From an optimization exercise on the open Yosys and OpenROAD flow, aimed at small area and a short achievable clock period; shortcuts taken in it are not production practice.
The RTL was checked by simulation tests, not by an equivalence proof against the original design.
No activity file was given, so power comes from the tool's default toggle rates.

`flow/run.sh`:
```
#!/bin/bash
# synth_recipe.tcl (not shown) runs the flow's synth.tcl, then flattens the netlist and writes it again
# the make line also repeats each setting of config.mk as NAME=value (left out here)
make -C /OpenROAD-flow-scripts/flow DESIGN_CONFIG=/design/flow/config.mk WORK_HOME=/design/flow/orfs CLKGATE_MAP_FILE= SYNTH_SCRIPT=/design/flow/synth_recipe.tcl finish
```
`flow/config.mk`:
```
export PLATFORM = sky130hd
export DESIGN_NAME = riscv_cpu
export DESIGN_NICKNAME = riscv_cpu
export VERILOG_FILES = /design/flow/design.v
export SDC_FILE = /design/flow/constraint.sdc
export NUM_CORES = 4
export LEC_CHECK = 0
export CAP_MARGIN = 20
export CORE_MARGIN = 2
export CORE_UTILIZATION = 55
export CTS_CLUSTER_DIAMETER = 80
export CTS_CLUSTER_SIZE = 20
export SETUP_SLACK_MARGIN = 3.5
export SLEW_MARGIN = 20
export SYNTH_HIERARCHICAL = 1
export SYNTH_MINIMUM_KEEP_SIZE = 0
```
`flow/constraint.sdc`:
```
create_clock -name core_clock -period 12.0 [get_ports {clk}]
set_input_delay 2.4000 -clock core_clock [delete_from_list [all_inputs] [get_ports {clk}]]
set_output_delay 2.4000 -clock core_clock [all_outputs]
set_load 0.01 [all_outputs]
```
`flow/design.v`:
```
module res_sel (
    input  a, sa, b, sb, c,
    output y
);
assign y = (a & sa) | (b & sb) | c;
endmodule
module sb_sel (
    input  ra, rb, rc, u, i,
    output y
);
assign y = ((ra | rb | rc) & u) | i;
endmodule
module rd_comb (
    input  [10:0] n,
    output        y
);
assign y = ~&n;
endmodule
module pf_and (                  
    input  a, b,
    output g
);
assign g = a & b;
endmodule
module pf_g (                    
    input  gh, ph, gl,
    output g
);
assign g = gh | (ph & gl);
endmodule
module pf_p (                    
    input  ph, pl,
    output p
);
assign p = ph & pl;
endmodule
module pf_x (                    
    input  p, c,
    output s
);
assign s = p ^ c;
endmodule
module sk_addsub32 (
    input  [31:0] a, b,
    input         sub,
    output [31:0] s,
    output        co,
    output [31:0] x,             
    output [31:0] n              
);
wire [31:0] ax, p0, g0, h;
assign x = h;
assign n = g0;
wire [31:0] p [0:5];
wire [31:0] g [0:5];
genvar i, j;
generate
    for (j = 0; j < 32; j = j + 1) begin : gp
        pf_x   ua (.p(a[j]),  .c(sub),  .s(ax[j]));
        pf_and ug (.a(ax[j]), .b(b[j]), .g(g0[j]));
        pf_x   up (.p(ax[j]), .c(b[j]), .s(p0[j]));
        pf_x   uh (.p(a[j]),  .c(b[j]), .s(h[j]));
    end
endgenerate
assign g[0] = g0;
assign p[0] = p0;
generate
    for (i = 0; i < 5; i = i + 1) begin : lvl
        for (j = 0; j < 32; j = j + 1) begin : bt
            if (j & (1 << i)) begin : op
                pf_g ug (.gh(g[i][j]), .ph(p[i][j]), .gl(g[i][((j >> i) << i) - 1]), .g(g[i+1][j]));
                if (((j >> i) << i) - 1 >= (1 << i)) begin : pp
                    pf_p up (.ph(p[i][j]), .pl(p[i][((j >> i) << i) - 1]), .p(p[i+1][j]));
                end else begin : np
                    assign p[i+1][j] = 1'b0;        
                end
            end else begin : pass
                assign g[i+1][j] = g[i][j];
                assign p[i+1][j] = p[i][j];
            end
        end
    end
endgenerate
assign s[0] = h[0];
generate
    for (j = 1; j < 32; j = j + 1) begin : sm
        pf_x u (.p(h[j]), .c(g[5][j-1]), .s(s[j]));
    end
endgenerate
assign co = g[5][31];
endmodule
module bk_add32 (
    input  [31:0] a, b,
    output [31:0] s
);
wire [31:0] p0, g0;
wire [31:0] gu [0:5];            
wire [31:0] pu [0:5];
wire [31:0] gd [0:4];            
genvar i, j;
generate
    for (j = 0; j < 32; j = j + 1) begin : gp
        pf_and ug (.a(a[j]), .b(b[j]), .g(g0[j]));
        pf_x   up (.p(a[j]), .c(b[j]), .s(p0[j]));
    end
endgenerate
assign gu[0] = g0;
assign pu[0] = p0;
generate
    for (i = 1; i <= 5; i = i + 1) begin : up
        for (j = 0; j < 32; j = j + 1) begin : bt
            if ((j % (1 << i)) == (1 << i) - 1) begin : op
                pf_g ug (.gh(gu[i-1][j]), .ph(pu[i-1][j]), .gl(gu[i-1][j - (1 << (i-1))]), .g(gu[i][j]));
                if (j >= (1 << i)) begin : pp
                    pf_p up (.ph(pu[i-1][j]), .pl(pu[i-1][j - (1 << (i-1))]), .p(pu[i][j]));
                end else begin : np
                    assign pu[i][j] = 1'b0;
                end
            end else begin : pass
                assign gu[i][j] = gu[i-1][j];
                assign pu[i][j] = pu[i-1][j];
            end
        end
    end
endgenerate
generate
    for (i = 4; i >= 0; i = i - 1) begin : dn
        for (j = 0; j < 32; j = j + 1) begin : bt
            if (i == 4) begin : top
                assign gd[i][j] = gu[5][j];
            end else if (j >= (1 << (i+1)) && (j % (1 << (i+1))) == (1 << i) - 1) begin : op
                pf_g ug (.gh(gu[i][j]), .ph(pu[i][j]), .gl(gd[i+1][j - (1 << i)]), .g(gd[i][j]));
            end else begin : pass
                assign gd[i][j] = gd[i+1][j];
            end
        end
    end
endgenerate
assign s[0] = p0[0];
generate
    for (j = 1; j < 32; j = j + 1) begin : sm
        pf_x u (.p(p0[j]), .c(gd[0][j-1]), .s(s[j]));
    end
endgenerate
endmodule
module rf_hold (
    input  we, we_n, d, q,
    output y
);
assign y = (we & d) | (we_n & q);
endmodule
module rf_aoi3 (
    input  a0, s0, a1, s1, a2, s2,
    output y
);
assign y = ~((a0 & s0) | (a1 & s1) | (a2 & s2));
endmodule
module riscv_cpu (
    input         clk, reset,
    output [31:0] PC,
    input  [31:0] Instr,
    output        MemWrite,
    output [31:0] Mem_WrAddr, Mem_WrData,
    input  [31:0] ReadData,
    output [31:0] Result
);
wire b2 = Instr[2], b3 = Instr[3], b4 = Instr[4], b5 = Instr[5], b6 = Instr[6];
wire [2:0] f3 = Instr[14:12];
wire [4:0] rs1 = Instr[19:15];
wire [4:0] rs2 = Instr[24:20];
wire [4:0] rd  = Instr[11:7];
wire op_load   = ~b5 & ~b4;
wire op_store  = ~b6 &  b5 & ~b4;
wire op_branch =  b6 & ~b2;
wire op_jump   =  b6 &  b2;             
wire op_jal    =  b3;
wire op_alu    =  b4 & ~b2;             
wire op_r      =  b5 &  b4 & ~b2;        
wire op_lui    =  b5 &  b4 &  b2;
wire op_auipc  = ~b5 &  b4 &  b2;
wire reg_write = ~(b5 & ~b4 & ~b2);     
wire [31:0] imm_i = {{20{Instr[31]}}, Instr[31:20]};
wire [31:0] imm_s = {{20{Instr[31]}}, Instr[31:25], Instr[11:7]};
wire [31:0] imm_b = {{20{Instr[31]}}, Instr[7], Instr[30:25], Instr[11:8], 1'b0};
wire [31:0] imm_j = {{12{Instr[31]}}, Instr[19:12], Instr[20], Instr[30:21], 1'b0};
wire [31:0] imm_u = {Instr[31:12], 12'b0};
wire [31:0] wsel, sel1, sel2;
genvar gi, gb;
generate
    for (gi = 0; gi < 32; gi = gi + 1) begin : g_dec
        assign wsel[gi] = reg_write & ~reset & (rd == gi);
        assign sel1[gi] = (rs1 == gi);
        assign sel2[gi] = (rs2 == gi);
    end
endgenerate
wire [31:0] regs [1:31];
generate
    for (gi = 1; gi < 32; gi = gi + 1) begin : g_rf
        reg  [31:0] q;
        wire [31:0] d;
        wire        we   = wsel[gi];
        wire        we_n = ~wsel[gi];
        for (gb = 0; gb < 32; gb = gb + 1) begin : g_b
            rf_hold h (.we(we), .we_n(we_n), .d(Result[gb]), .q(q[gb]), .y(d[gb]));
        end
        always @(posedge clk) q <= d;
        assign regs[gi] = q;
    end
endgenerate
wire [10:0] n1 [0:31];
wire [10:0] n2 [0:31];
wire [31:0] rd1, rd2;
wire [31:0] ra1, rb1, rc1, ra2, rb2, rc2;      
generate
    for (gb = 0; gb < 32; gb = gb + 1) begin : g_rb
        for (gi = 0; gi < 10; gi = gi + 1) begin : g_grp
            rf_aoi3 p1 (.a0(regs[3*gi+1][gb]), .s0(sel1[3*gi+1]),
                        .a1(regs[3*gi+2][gb]), .s1(sel1[3*gi+2]),
                        .a2(regs[3*gi+3][gb]), .s2(sel1[3*gi+3]), .y(n1[gb][gi]));
            rf_aoi3 p2 (.a0(regs[3*gi+1][gb]), .s0(sel2[3*gi+1]),
                        .a1(regs[3*gi+2][gb]), .s1(sel2[3*gi+2]),
                        .a2(regs[3*gi+3][gb]), .s2(sel2[3*gi+3]), .y(n2[gb][gi]));
        end
        assign n1[gb][10] = ~(regs[31][gb] & sel1[31]);
        assign n2[gb][10] = ~(regs[31][gb] & sel2[31]);
        assign ra2[gb] = ~&n2[gb][3:0];
        assign rb2[gb] = ~&n2[gb][7:4];
        assign rc2[gb] = ~&n2[gb][10:8];
        rd_comb c1 (.n(n1[gb]), .y(rd1[gb]));
        assign rd2[gb] = ra2[gb] | rb2[gb] | rc2[gb];
    end
endgenerate
genvar gs;
reg  [31:0] pc_q;
wire [31:0] pc_plus4;
wire [31:0] pc_target;
wire sub = op_branch | (op_alu & ((op_r & Instr[30] & (f3 == 3'b000)) | (f3[2:1] == 2'b01)));
wire [31:0] imm_ls = op_store ? imm_s : imm_i;
wire        use_rs2 = op_r | op_branch;
wire [31:0] srcb;
wire [31:0] imm_m  = imm_ls & {32{~use_rs2}};
generate
    for (gs = 0; gs < 32; gs = gs + 1) begin : g_sb
        sb_sel usb (.ra(ra2[gs]), .rb(rb2[gs]), .rc(rc2[gs]), .u(use_rs2), .i(imm_m[gs]), .y(srcb[gs]));
    end
endgenerate
wire [31:0] sum;
wire        co;
wire [31:0] ab_x, ab_n;                    
sk_addsub32 add_main (.a(rd1), .b(srcb), .sub(sub), .s(sum), .co(co), .x(ab_x), .n(ab_n));
wire        ltu    = co;
wire        lts    = ab_x[31] ? rd1[31] : sum[31];
wire        eq     = ~|sum;
wire        sleft  = ~f3[2];
wire [4:0]  shamt  = op_r ? rd2[4:0] : Instr[24:20];
wire [31:0] shl    = rd1 << shamt;
wire signed [32:0] shx = {Instr[30] & rd1[31], rd1};
wire [32:0] shr    = shx >>> shamt;
wire [31:0] shout  = sleft ? shl : shr[31:0];
wire [31:0] other = op_load  ? ReadData :
                    op_jump  ? pc_plus4 :
                    op_lui   ? imm_u    :
                    op_auipc ? pc_target : 32'b0;
wire s_add = (op_alu & (f3 == 3'b000)) ;
wire s_sh  = op_alu & (f3[1:0] == 2'b01);
wire s_xor = op_alu & (f3 == 3'b100);
wire s_or  = op_alu & (f3 == 3'b110);
wire s_and = op_alu & (f3 == 3'b111);
wire s_slt = op_alu & (f3 == 3'b010);
wire s_sltu= op_alu & (f3 == 3'b011);
wire [31:0] logic_out = (ab_x & {32{s_xor | s_or}}) |
                        (ab_n & {32{s_and | s_or}});
wire        k_sum31   = s_slt & ~ab_x[31];
wire        k_co      = s_sltu;
wire        slt_early = s_slt & ab_x[31] & rd1[31];
wire [31:0] rest      = logic_out | other;
genvar gr;
generate
    for (gr = 1; gr < 32; gr = gr + 1) begin : g_res
        res_sel rs (.a(sum[gr]), .sa(s_add), .b(shout[gr]), .sb(s_sh), .c(rest[gr]), .y(Result[gr]));
    end
endgenerate
wire        slt_bit = (sum[31] & k_sum31) | (co & k_co) | slt_early;
res_sel rs0 (.a(sum[0]), .sa(s_add), .b(shout[0]), .sb(s_sh), .c(rest[0] | slt_bit), .y(Result[0]));
assign pc_plus4 = pc_q + 32'd4;
wire [31:0] pc_offset = op_lui | op_auipc ? imm_u : (op_jal ? imm_j : imm_b);
bk_add32 add_pc (.a(pc_q), .b(pc_offset), .s(pc_target));
reg taken;
always @(*) begin
    case (f3)
        3'b000:  taken = eq;
        3'b001:  taken = ~eq;
        3'b100:  taken = lts;
        3'b101:  taken = ~lts;
        3'b110:  taken = ltu;
        default: taken = ~ltu;
    endcase
end
wire [31:0] pc_next = (op_jump & ~op_jal) ? sum :
                      (op_jal | (op_branch & taken)) ? pc_target : pc_plus4;
always @(posedge clk or posedge reset)
    if (reset) pc_q <= 32'b0;
    else       pc_q <= pc_next;
assign PC         = pc_q;
assign MemWrite   = op_store;
assign Mem_WrAddr = sum;
assign Mem_WrData = rd2;
endmodule
```
==> metrics.md, run 1 <==
| Metric | Value |
|---|---|
| Iter 0 DRT Violations | `between 10000 and 15000` |
| Synth-to-layout area growth | `29.2%` |
| CORE AREA | `89900 µm²` |
| Worst slew pin tran | `around 1.2 ns` |
| Clk root buf | `clkbuf_16` |
| Maximum clock rate | `97.1 MHz` |
| Final total power | `approximately 0.011 W` |
| Largest net degree at the start of global routing | `41` |
| Gr usage total | `between 50% and 60%` |
| Setup violators final | `0` |
| Worst reg2reg path depth | `29` |
| Via count | `just under 60000` |
| Setup crit start kind | `primary input` |
| # fillers | `6745` |
| Clock skew | `~0.034 ns` |
| PortBufs | `between 150 and 200` |
| Critical Path Max Stage Delay | `around 0.97 ns` |
| Routability cong. | `around 1.1` |
| Yosys top cell by area | `dfxtp_1` |
| CTS tree | `built` |
| Worst path cell trace | `clkbuf_16, nand3b_1, buf_4, buf_6, buf_12, nor2_4, a222oi_1, nand4_1, or3_4, xor2_2, xor2_1, and2_1, and2_4, and2_1, and2_1, a21o_1, xor2_2, mux2_4, o2111ai_2, o211ai_1, a221o_2, buf_6` |
| Worst reg2reg startpoint | `g_rf[16].q[2]` |
| Max Cap Viol | `0` |
| CTS clk-pin slew, worst paths | `roughly 0.080 ns` |
| Flop2flop setup slack | `approximately 5.4 ns` |
| Worst hold path type | `reg2reg` |
| GR Overflow Total | `0` |
| TritonRoute pass-1 iters | `14` |
| Clock network latency to the later pin of the worst-skew pair | `around 0.75 ns` |
| Ys async rst share | `about 3.1%` |
| RSZ-0062 raised after global routing | `yes` |
| Yosys top cell area share | `roughly 40%` |
| Top cell by count, worst path | `and2_1` |
| Max IR drop VDD | `137 µV` |
| Netlist cell types | `74` |
| Top FF cell, synth | `dfxtp_1` |
| Syn Area/Cell | `a little over 10 µm²` |
| DRT antenna net count | `0` |
| Footprint of the multi-input gates | `about 31000 µm²` |
| WS Path Type | `in2out` |
| EDFF count, synth | `0` |
| H-Tree Depth | `2` |
| RR Endpoint | `pc_q[17]` |
| Leak | `around 27 nW` |
| CP required | `around 9.6 ns` |
| Share of layout cells above drive strength 1 | `22.6%` |
| Initial antenna violation count | `9` |
| # rows | `110` |
| Area contributors post-synth | `dfxtp_1 (40%), a22o_1 (18%), a222oi_1 (13%)` |
| Crit-path slowest cell | `a222oi_1` |
| Syn. warnings | `9` |
| Crit path to | `Result[0]` |
| Final slew viol count | `0` |
| Final hold vios | `0` |
| Deepest clock path buffer count | `3` |
| First-pass GRT wire length | `~380000 µm` |
| Fin worst setup slack | `approximately 1.7 ns` |
| Dpl ws | `0.667 ns` |
| Via density | `8.39` |
| Worst setup EP type | `primary output` |
| Cells after Synth | `slightly below 5000` |
| PD cells | `179 nW/µm²` |
| Post-synthesis sequential area ratio | `41.5%` |
| Final nets | `~5800` |
| IO Pins | `between 150 and 200` |
| FF/Latch Area | `around 21000 µm²` |
| Cell area after synthesis | `between 40000 and 50000 µm²` |
| Number of global-route vias before repair | `between 50000 and 60000` |
| Full die area | `92800 µm²` |
| Avg WL per Cell | `approximately 40 µm` |
| Status | `no timing/DRC/antenna violations` |
| Slew margin rel. | `17.6%` |
| Routed WL | `approximately 280000 µm` |
| Tcrit/Tclk final | `a little under nine tenths` |
| Residual DRC count | `0` |
| Die Wd | `between 300 and 400 µm` |
| Setup_tns | `0 ns` |
| Starting Density | `55.3%` |
| CTS Sinks | `a little over 1000` |
| Die height | `between 300 and 400 µm` |
| Yosys reg bits | `around 1000` |
| Tmin final | `between 10 and 15 ns` |
| Hold slack | `0.504 ns` |
| Crit Path Max Fanout | `16` |
| Post-DP HPWL | `between 150000 and 200000 µm` |
| CTS buffer count | `61` |
| Beginning of the critical path | `Instr[16]` |
| Crit path DAT | `about 7.9 ns` |
-- final cells by class --
class,count,share of cell area (%)
multi-input combinational,3666,48.2
sequential,1024,32.1
timing repair buffer,933,14.3
clock buffer,64,2.43
tap,1176,2.29
inverter,53,0.327
clock inverter,10,0.241
antenna,7,0.0273
timing repair inverter,1,0.00779
-- timing repair --
item / in CTS / in global routing
setup endpoints to repair: 111 / 94
pin swaps: 281 / 136
setup buffers: 294 / 142
hold buffers: 0 / 0
resized for setup: 563 / 279
cloned: 56 / 21
-- flip-flops by register name (all words and copies together), names as in the netlist --
name and flops:
pc_q 32, g_rf.q 992
-- modules after synthesis, one instance, submodules excluded, excerpt --
module | area (µm²) | cells | flops+latches | copies in the design
rd_comb | 23.8 | 4 | 0 | 32
rf_hold | 8.76 | 1 | 0 | 992
pf_and | 6.26 | 1 | 0 | 63
res_sel | 10.0 | 1 | 0 | 32
pf_g | 7.51 | 1 | 0 | 132
rf_aoi3 | 10.0 | 1 | 0 | 640
pf_p | 6.26 | 1 | 0 | 71
-- per-stage QoR --
step	std cells	util [%]	cell area (µm²)
2_1_floorplan	4831	-	50500
3_3_place_gp	6337	61.7	55500
3_5_place_dp	6337	61.7	55500
4_1_cts	6761	68.9	61900
5_1_grt	6927	71.5	64300
6_report	6934	71.5	64300
-- worst min path at each step --
| stage | startpoint | to | slack (ns) | cells after the start |
|---|---|---|---|---|
| after floorplan | g_rf[31].q[0] | g_rf[31].q[0] | 0.45 | 1 |
| after global placement | g_rf[22].q[4] | g_rf[22].q[4] | 0.47 | 1 |
| after detailed placement | g_rf[31].q[15] | g_rf[31].q[15] | 0.48 | 1 |
| after CTS | g_rf[31].q[2] | g_rf[31].q[2] | 0.50 | 1 |
| after global routing | g_rf[31].q[2] | g_rf[31].q[2] | 0.51 | 1 |
| final | g_rf[29].q[4] | g_rf[29].q[4] | 0.50 | 1 |
-- placed cells by master, fill, tap and decap left out, types with 139 or more instances in the layout --
cell type	netlist	final
a21o_1	156	143
a222oi_1	662	662
a22o_1	995	995
and2_1	157	143
buf_4	32	544
buf_6	2	143
dfxtp_1	992	992
nand2_1	235	227
nand4_1	139	139
xor2_1	200	166
-- kinds of logic (layout without fill, tap and decap cells) --
family	after synthesis	count (layout)	synth area share (%)
AOI/OAI and AO/OA	2202	2205	38.9
DFF	1024	1024	41.5
and+or+nand+nor	1002	1055	10.2
xor gates and xnor gates	217	217	3.82
buffers and inverters	197	1061	1.83
muxes	186	186	3.77
adders and majority gates	1	1	0.0252
other	1	9	0.00754
-- worst max-delay path: cells and delay by family --
kind	cells	cell delay, ns
simple gates	8	1.96
xor+xnor	3	0.51
mux	1	0.35
buf+inv	5	0.72
compound gates	5	1.97
-- cells in the mapped netlist (39+ instances only) --
cell and n:
nor4_1 45, or3_1 60, mux2i_1 177, a21o_1 156, a22o_1 995, nand2_1 235, nand3_1 83, nor2_1 209
a222oi_1 662, nand4_1 139, and2_1 157, inv_1 53, a221o_1 44, a21oi_1 39, a211oi_1 59, dfxtp_1 992
o21ai_0 87, xor2_1 200, clkbuf_1 75
-- where the power goes --
part / leakage (nW) / internal [W] / switching (W)
Sequential: 8.55 / 0.00415 / 0.000689
Combinational: 17.7 / 0.00195 / 0.00248
Clock: 0.839 / 0.000944 / 0.00127
-- layer usage --
metal	vias to the layer above	share of wire (%)	global-route usage, %
met5	-	0.11	0.568
met4	12	9.9	38.8
met3	1525	19	24.7
met2	6199	37	72.6
met1	27800	34	70.8
li1	22600	-	-
==> run 2, diff against run 1 <==
--- a/flow/design.v
+++ b/flow/design.v
@@ -5,4 +5,10 @@
 assign y = (a & sa) | (b & sb) | c;
 endmodule
+module res_sel0 (
+    input  a, sa, b, sb, l1, s1, l2, s2, c,
+    output y
+);
+assign y = (a & sa) | (b & sb) | (l1 & s1) | (l2 & s2) | c;
+endmodule
 module sb_sel (
     input  ra, rb, rc, u, i,
@@ -90,12 +96,12 @@
 assign co = g[5][31];
 endmodule
-module bk_add32 (
+module sk_add32 (
     input  [31:0] a, b,
     output [31:0] s
 );
-wire [31:0] p0, g0;
-wire [31:0] gu [0:5];            
-wire [31:0] pu [0:5];
-wire [31:0] gd [0:4];            
+wire co;
+wire [31:0] p0, g0, h;
+wire [31:0] p [0:5];
+wire [31:0] g [0:5];
 genvar i, j;
 generate
@@ -103,44 +109,33 @@
         pf_and ug (.a(a[j]), .b(b[j]), .g(g0[j]));
         pf_x   up (.p(a[j]), .c(b[j]), .s(p0[j]));
+        assign h[j] = p0[j];
     end
 endgenerate
-assign gu[0] = g0;
-assign pu[0] = p0;
+assign g[0] = g0;
+assign p[0] = p0;
 generate
-    for (i = 1; i <= 5; i = i + 1) begin : up
+    for (i = 0; i < 5; i = i + 1) begin : lvl
         for (j = 0; j < 32; j = j + 1) begin : bt
-            if ((j % (1 << i)) == (1 << i) - 1) begin : op
-                pf_g ug (.gh(gu[i-1][j]), .ph(pu[i-1][j]), .gl(gu[i-1][j - (1 << (i-1))]), .g(gu[i][j]));
-                if (j >= (1 << i)) begin : pp
-                    pf_p up (.ph(pu[i-1][j]), .pl(pu[i-1][j - (1 << (i-1))]), .p(pu[i][j]));
+            if (j & (1 << i)) begin : op
+                pf_g ug (.gh(g[i][j]), .ph(p[i][j]), .gl(g[i][((j >> i) << i) - 1]), .g(g[i+1][j]));
+                if (((j >> i) << i) - 1 >= (1 << i)) begin : pp
+                    pf_p up (.ph(p[i][j]), .pl(p[i][((j >> i) << i) - 1]), .p(p[i+1][j]));
                 end else begin : np
-                    assign pu[i][j] = 1'b0;
+                    assign p[i+1][j] = 1'b0;        
                 end
             end else begin : pass
-                assign gu[i][j] = gu[i-1][j];
-                assign pu[i][j] = pu[i-1][j];
-            end
-        end
-    end
-endgenerate
-generate
-    for (i = 4; i >= 0; i = i - 1) begin : dn
-        for (j = 0; j < 32; j = j + 1) begin : bt
-            if (i == 4) begin : top
-                assign gd[i][j] = gu[5][j];
-            end else if (j >= (1 << (i+1)) && (j % (1 << (i+1))) == (1 << i) - 1) begin : op
-                pf_g ug (.gh(gu[i][j]), .ph(pu[i][j]), .gl(gd[i+1][j - (1 << i)]), .g(gd[i][j]));
-            end else begin : pass
-                assign gd[i][j] = gd[i+1][j];
+                assign g[i+1][j] = g[i][j];
+                assign p[i+1][j] = p[i][j];
             end
         end
     end
 endgenerate
-assign s[0] = p0[0];
+assign s[0] = h[0];
 generate
     for (j = 1; j < 32; j = j + 1) begin : sm
-        pf_x u (.p(p0[j]), .c(gd[0][j-1]), .s(s[j]));
+        pf_x u (.p(h[j]), .c(g[5][j-1]), .s(s[j]));
     end
 endgenerate
+assign co = g[5][31];
 endmodule
 module rf_hold (
@@ -254,8 +249,18 @@
 wire        sleft  = ~f3[2];
 wire [4:0]  shamt  = op_r ? rd2[4:0] : Instr[24:20];
-wire [31:0] shl    = rd1 << shamt;
-wire signed [32:0] shx = {Instr[30] & rd1[31], rd1};
+wire [31:0] shin;
+generate
+    for (gs = 0; gs < 32; gs = gs + 1) begin : g_rev
+        assign shin[gs] = sleft ? rd1[31-gs] : rd1[gs];
+    end
+endgenerate
+wire signed [32:0] shx = {Instr[30] & ~sleft & rd1[31], shin};
 wire [32:0] shr    = shx >>> shamt;
-wire [31:0] shout  = sleft ? shl : shr[31:0];
+wire [31:0] shout;
+generate
+    for (gs = 0; gs < 32; gs = gs + 1) begin : g_rev2
+        assign shout[gs] = sleft ? shr[31-gs] : shr[gs];
+    end
+endgenerate
 wire [31:0] other = op_load  ? ReadData :
                     op_jump  ? pc_plus4 :
@@ -281,9 +286,9 @@
     end
 endgenerate
-wire        slt_bit = (sum[31] & k_sum31) | (co & k_co) | slt_early;
-res_sel rs0 (.a(sum[0]), .sa(s_add), .b(shout[0]), .sb(s_sh), .c(rest[0] | slt_bit), .y(Result[0]));
+res_sel0 rs0 (.a(sum[0]), .sa(s_add), .b(shout[0]), .sb(s_sh), .l1(sum[31]), .s1(k_sum31),
+              .l2(co), .s2(k_co), .c(rest[0] | slt_early), .y(Result[0]));
 assign pc_plus4 = pc_q + 32'd4;
 wire [31:0] pc_offset = op_lui | op_auipc ? imm_u : (op_jal ? imm_j : imm_b);
-bk_add32 add_pc (.a(pc_q), .b(pc_offset), .s(pc_target));
+sk_add32 add_pc (.a(pc_q), .b(pc_offset), .s(pc_target));
 reg taken;
 always @(*) begin
--- a/flow/config.mk
+++ b/flow/config.mk
@@ -9,7 +9,5 @@
 export CORE_MARGIN = 2
 export CORE_UTILIZATION = 55
-export CTS_CLUSTER_DIAMETER = 80
-export CTS_CLUSTER_SIZE = 20
-export SETUP_SLACK_MARGIN = 3.5
+export SETUP_SLACK_MARGIN = 3
 export SLEW_MARGIN = 20
 export SYNTH_HIERARCHICAL = 1
==> metrics.md, run 2 <==
| Metric | Value |
|---|---|
| Maximum clock rate | `99.7 MHz (+2.7%)` |
| Cell area after synthesis | `49700 µm² (-0.13%)` |
| Regs by FF count | `g_rf.q x992, pc_q x32` |
| Beginning of the critical path | `Instr[16]` |
| Tcrit/Tclk final | `83.6% (-2.3 points)` |
| Cells after Synth | `4795 (-0.72%)` |
| Via density | `8.37 (-0.22%)` |
| CP required | `9.60 ns (about the same)` |
| Post-DP HPWL | `179000 µm (+6.3%)` |
| Fin util | `72.3% (+0.81 points)` |
| CORE AREA | `89700 µm² (-0.15%)` |
| Clock skew | `0.0679 ns (+0.0343 ns)` |
| Setup crit start kind | `primary input` |
| Top FF cell, synth | `dfxtp_1` |
| First-pass GRT wire length | `385000 µm (+1.9%)` |
| EDFF count, synth | `0 (unchanged)` |
| Final instance area | `64900 µm² (+0.97%)` |
| Sw Share | `36.1% (-2.6 points)` |
| CTS Sinks | `1024 (unchanged)` |
| Synth-to-layout area growth | `30.7%` |
| Number of global-route vias before repair | `51700 (-0.18%)` |
| Netlist cell types | `89 (+20%)` |
| Syn. warnings | `9 (unchanged)` |
| Final nets | `5757 (-0.86%)` |
| # rows | `110 (unchanged)` |
| FF/Latch Area | `20700 µm² (unchanged)` |
| Status | `no timing/DRC/antenna violations` |
| Crit path DAT | `7.63 ns (-0.27 ns)` |
| Setup violators final | `0 (unchanged)` |
| Final slew viol count | `0 (unchanged)` |
| PD cells | `196 nW/µm² (+9.6%)` |
| CTS Hold Buffers Added | `0 (unchanged)` |
| Max IR drop VDD | `150 µV (+9.6%)` |
| Final total power | `0.0127 W (+11%)` |
| GR Overflow Total | `0 (unchanged)` |
| Crit Path Max Fanout | `7 (-9)` |
| Largest net degree at the start of global routing | `70 (+71%)` |
| Top cell by count, worst path | `buf_6` |
| RR Endpoint | `pc_q[19]` |
| Synth cell count leaders | `a22o_1 (992), dfxtp_1 (992), a222oi_1 (663), nand2_1 (219), nor2_1 (205)` |
| Internal | `0.00813 W (+15%)` |
| Die height | `305 µm (about the same)` |
| Setup_tns | `0 ns (unchanged)` |
| Max Cap Viol | `0 (unchanged)` |
| Starting Density | `55.4% (about the same)` |
| Clk root buf | `clkbuf_16` |
| CTS tree | `built` |
| Worst setup EP type | `primary output` |
| Footprint of the multi-input gates | `30400 µm² (-1.8%)` |
| Via count | `58300 (+0.21%)` |
| Post-synthesis sequential area ratio | `41.6% (+0.054 points)` |
| Yosys top cell by area | `dfxtp_1` |
| Flop2flop setup slack | `5.21 ns (-0.21 ns)` |
| Yosys reg bits | `1024 (unchanged)` |
| Worst slew pin tran | `1.26 ns (+0.0231 ns)` |
| Yosys top cell area share | `40.0% (+0.052 points)` |
| Residual DRC count | `0 (unchanged)` |
| Full die area | `92700 µm² (-0.13%)` |
| Clock network latency to the later pin of the worst-skew pair | `0.75 ns (about the same)` |
| TritonRoute pass-1 iters | `20 (+6)` |
| Area contributors post-synth | `dfxtp_1 (40%), a22o_1 (17%), a222oi_1 (13%)` |
| WS Path Type | `in2out` |
| Ys async rst share | `3.13% (unchanged)` |
| PortBufs | `192 (unchanged)` |
| Clock group share of total power | `27.4% (+8.1 points)` |
| Worst reg2reg path depth | `24 (-17%)` |
| Leak | `27.5 nW (+1.8%)` |
| Slew margin rel. | `16.1% (-1.5 points)` |
| Iter 0 DRT Violations | `15500 (+5.7%)` |
| Net Sw Power | `0.00459 W (+3.3%)` |
| H-Tree Depth | `3 (+1)` |
| Initial antenna violation count | `28 (+19)` |
| Die Wd | `305 µm (about the same)` |
| Crit path to | `Result[14]` |
| IO Pins | `195 (unchanged)` |
| DRT antenna net count | `0 (unchanged)` |
| Final hold vios | `0 (unchanged)` |
| Sequential Power Share | `38.3% (-3.8 points)` |
| Worst reg2reg startpoint | `g_rf[28].q[16]` |
| RSZ-0062 raised after global routing | `yes` |
| Routability cong. | `1.07 (+1.7%)` |
| Crit-path slowest cell | `a222oi_1` |
| Syn Area/Cell | `10.4 µm² (+0.60%)` |
| Reg with most FFs | `g_rf.q` |
| Avg WL per Cell | `40.2 µm (-0.21%)` |
| Critical Path Max Stage Delay | `0.83 ns (-0.14 ns)` |
| Most frequent cells in the layout | `a22o_1 (992), dfxtp_1 (992), a222oi_1 (663)` |
| Max reg flops | `992 (unchanged)` |
| Worst path cell trace | `buf_12, nand3b_1, buf_6, buf_6, nor2_4, buf_12, buf_4, a222oi_1, nand4_1, or3_4, mux2i_1, o21ai_1, a31oi_1, a2bb2oi_4, a222oi_1, nand2_1, buf_6, a32oi_2, o221ai_2, a221o_2, buf_6` |
| Hold slack | `0.497 ns (-0.00676 ns)` |
| Dpl cell area | `55600 µm² (+0.28%)` |
| Share of layout cells above drive strength 1 | `23.8% (+1.1 points)` |
| Worst hold path type | `reg2reg` |
| Tmin final | `10.03 ns (-0.272 ns)` |
| CTS clk-pin slew, worst paths | `0.06 ns (-0.02 ns)` |
| Gr usage total | `56.6% (+1.5 points)` |
| CTS buffer count | `105 (+72%)` |
| Routed WL | `280000 µm (+0.23%)` |
| Deepest clock path buffer count | `3 (unchanged)` |
| # fillers | `6571 (-2.6%)` |
| Comb pwr share | `34.2% (-4.4 points)` |
[run 2: changes by cell type in the layout (fill, tap and decap cells not counted), moves of 18 or more]
cell       previous run  this run
buf_6               143       107
inv_1                43        18
clkinv_2              1        22
a21o_1              143       166
mux2i_1             136        90
a211oi_2              3        21
clkbuf_1              2        20
a211oi_1             56        14
clkbuf_16            71       109
buf_4               544       583
nor2_4              100        56
o21ai_0              63        92
[run 2: area by class of cell]
| type | count | share of cell area [%] |
|---|---|---|
| tap | 1176 | 2.27 |
| clock buffer | 146 | 4.68 |
| sequential | 1024 | 31.8 |
| clock inverter | 41 | 0.904 |
| inverter | 40 | 0.237 |
| timing repair buffer | 907 | 13.1 |
| multi-input combinational | 3612 | 46.9 |
| antenna | 18 | 0.0694 |
[run 2: power groups by stage]
stage,registers (W),logic [W],clock network [W]
2_1_floorplan,0.00473,0.00211,0
3_3_place_gp,0.00487,0.00348,0
3_5_place_dp,0.00488,0.00354,0
4_1_cts,0.00483,0.00394,0.00345
5_1_grt,0.00495,0.00446,0.00359
6_report,0.00487,0.00435,0.00349
[run 2: worst max-delay path, delay by kind of cell]
family	cells	cell delay [ns]
AOI/OAI and AO/OA	8	2.72
and+or+nand+nor	5	1.29
muxes	1	0.17
buffers and inverters	7	1.01
[run 2: how the worst min path moves through the flow]
stage / slack [ns] / end / from / cells after the start
after floorplan: 0.45 / g_rf[31].q[1] / g_rf[31].q[1] / 1
after global placement: 0.47 / g_rf[31].q[2] / g_rf[31].q[2] / 1
after detailed placement: 0.48 / g_rf[22].q[19] / g_rf[22].q[19] / 1
after CTS: 0.49 / g_rf[31].q[1] / g_rf[31].q[1] / 1
after global routing: 0.50 / g_rf[31].q[1] / g_rf[31].q[1] / 1
final: 0.50 / g_rf[31].q[5] / g_rf[31].q[5] / 1
[run 2: Yosys stat by module (local to each module, per instance), a selection]
module / area (µm²) / flip-flops and latches
pf_and: 6.26 / 0
pf_g: 7.51 / 0
pf_p: 6.26 / 0
pf_x: 8.76 / 0
rd_comb: 23.8 / 0
res_sel0: 18.8 / 0
rf_aoi3: 10.0 / 0
rf_hold: 8.76 / 0
riscv_cpu: 29100 / 1024
sb_sel: 13.8 / 0
sk_add32: 7.51 / 0
sk_addsub32: 128 / 0
[run 2: kinds of logic (layout without fill, tap and decap cells)]
family | count (synthesis) | count (layout) | share of synthesized area [%]
AND/OR/NAND/NOR | 1016 | 1026 | 10.5
buffers and inverters | 177 | 1134 | 1.72
XOR/XNOR | 219 | 219 | 3.86
other | 1 | 20 | 0.00755
adder cells (fa/ha/maj) | 1 | 1 | 0.0252
flip-flops | 1024 | 1024 | 41.6
multiplexers | 129 | 131 | 3.00
AO/OA/AOI/OAI | 2228 | 2233 | 39.3
[run 2: what timing repair did]
action | in CTS | in global routing
gates resized for setup | 625 | 156
pin swaps | 244 | 130
setup endpoints to repair | 94 | 62
cloned | 26 | 1
setup buffers | 255 | 91
[run 2: per-stage QoR]
stage	cells	setup WS (ns)
after floorplan	4796	3.00
after CTS	6852	2.53
after global placement	6384	0.706
after detailed placement	6384	0.713
after global routing	6950	2.15
final	6964	1.97
[run 2: metal layers]
metal	track usage (%)	up-vias	routed length, µm
li1	-	22600	-
met1	67.6	27800	92700
met2	75.4	6220	104000
met3	31.7	1751	53500
met4	40.1	32	28300
met5	5.01	-	839

-- re-timing with driven ports --
How much do the figures lean on ideal ports? The routed layouts below were timed once more, with nothing changed but the port constraints.
Step 1 assumes that a clkbuf_16 drives the clock port and a buf_2 every other input.
Step 2 also shifts input and output timing later by t, the mid clock arrival at the registers, as if the neighbouring blocks saw the same clock.
Slacks: no drivers / after step 1 / after step 2; pairs: no drivers / after step 1.
run	t, ns	setup slack, ns	worst hold slack (ns)	worst setup path at the end
run 1	0.814	1.696 / 1.515 / 1.515	0.504 / 0.504 / 0.504	input to output
run 2	0.788	1.969 / 1.857 / 1.857	0.497 / 0.497 / 0.497	input to output
After both steps every run listed still meets setup and hold. The setup slack of run 1, which loses most, moves by -0.181 ns with the drivers and by -0.181 ns with both steps.
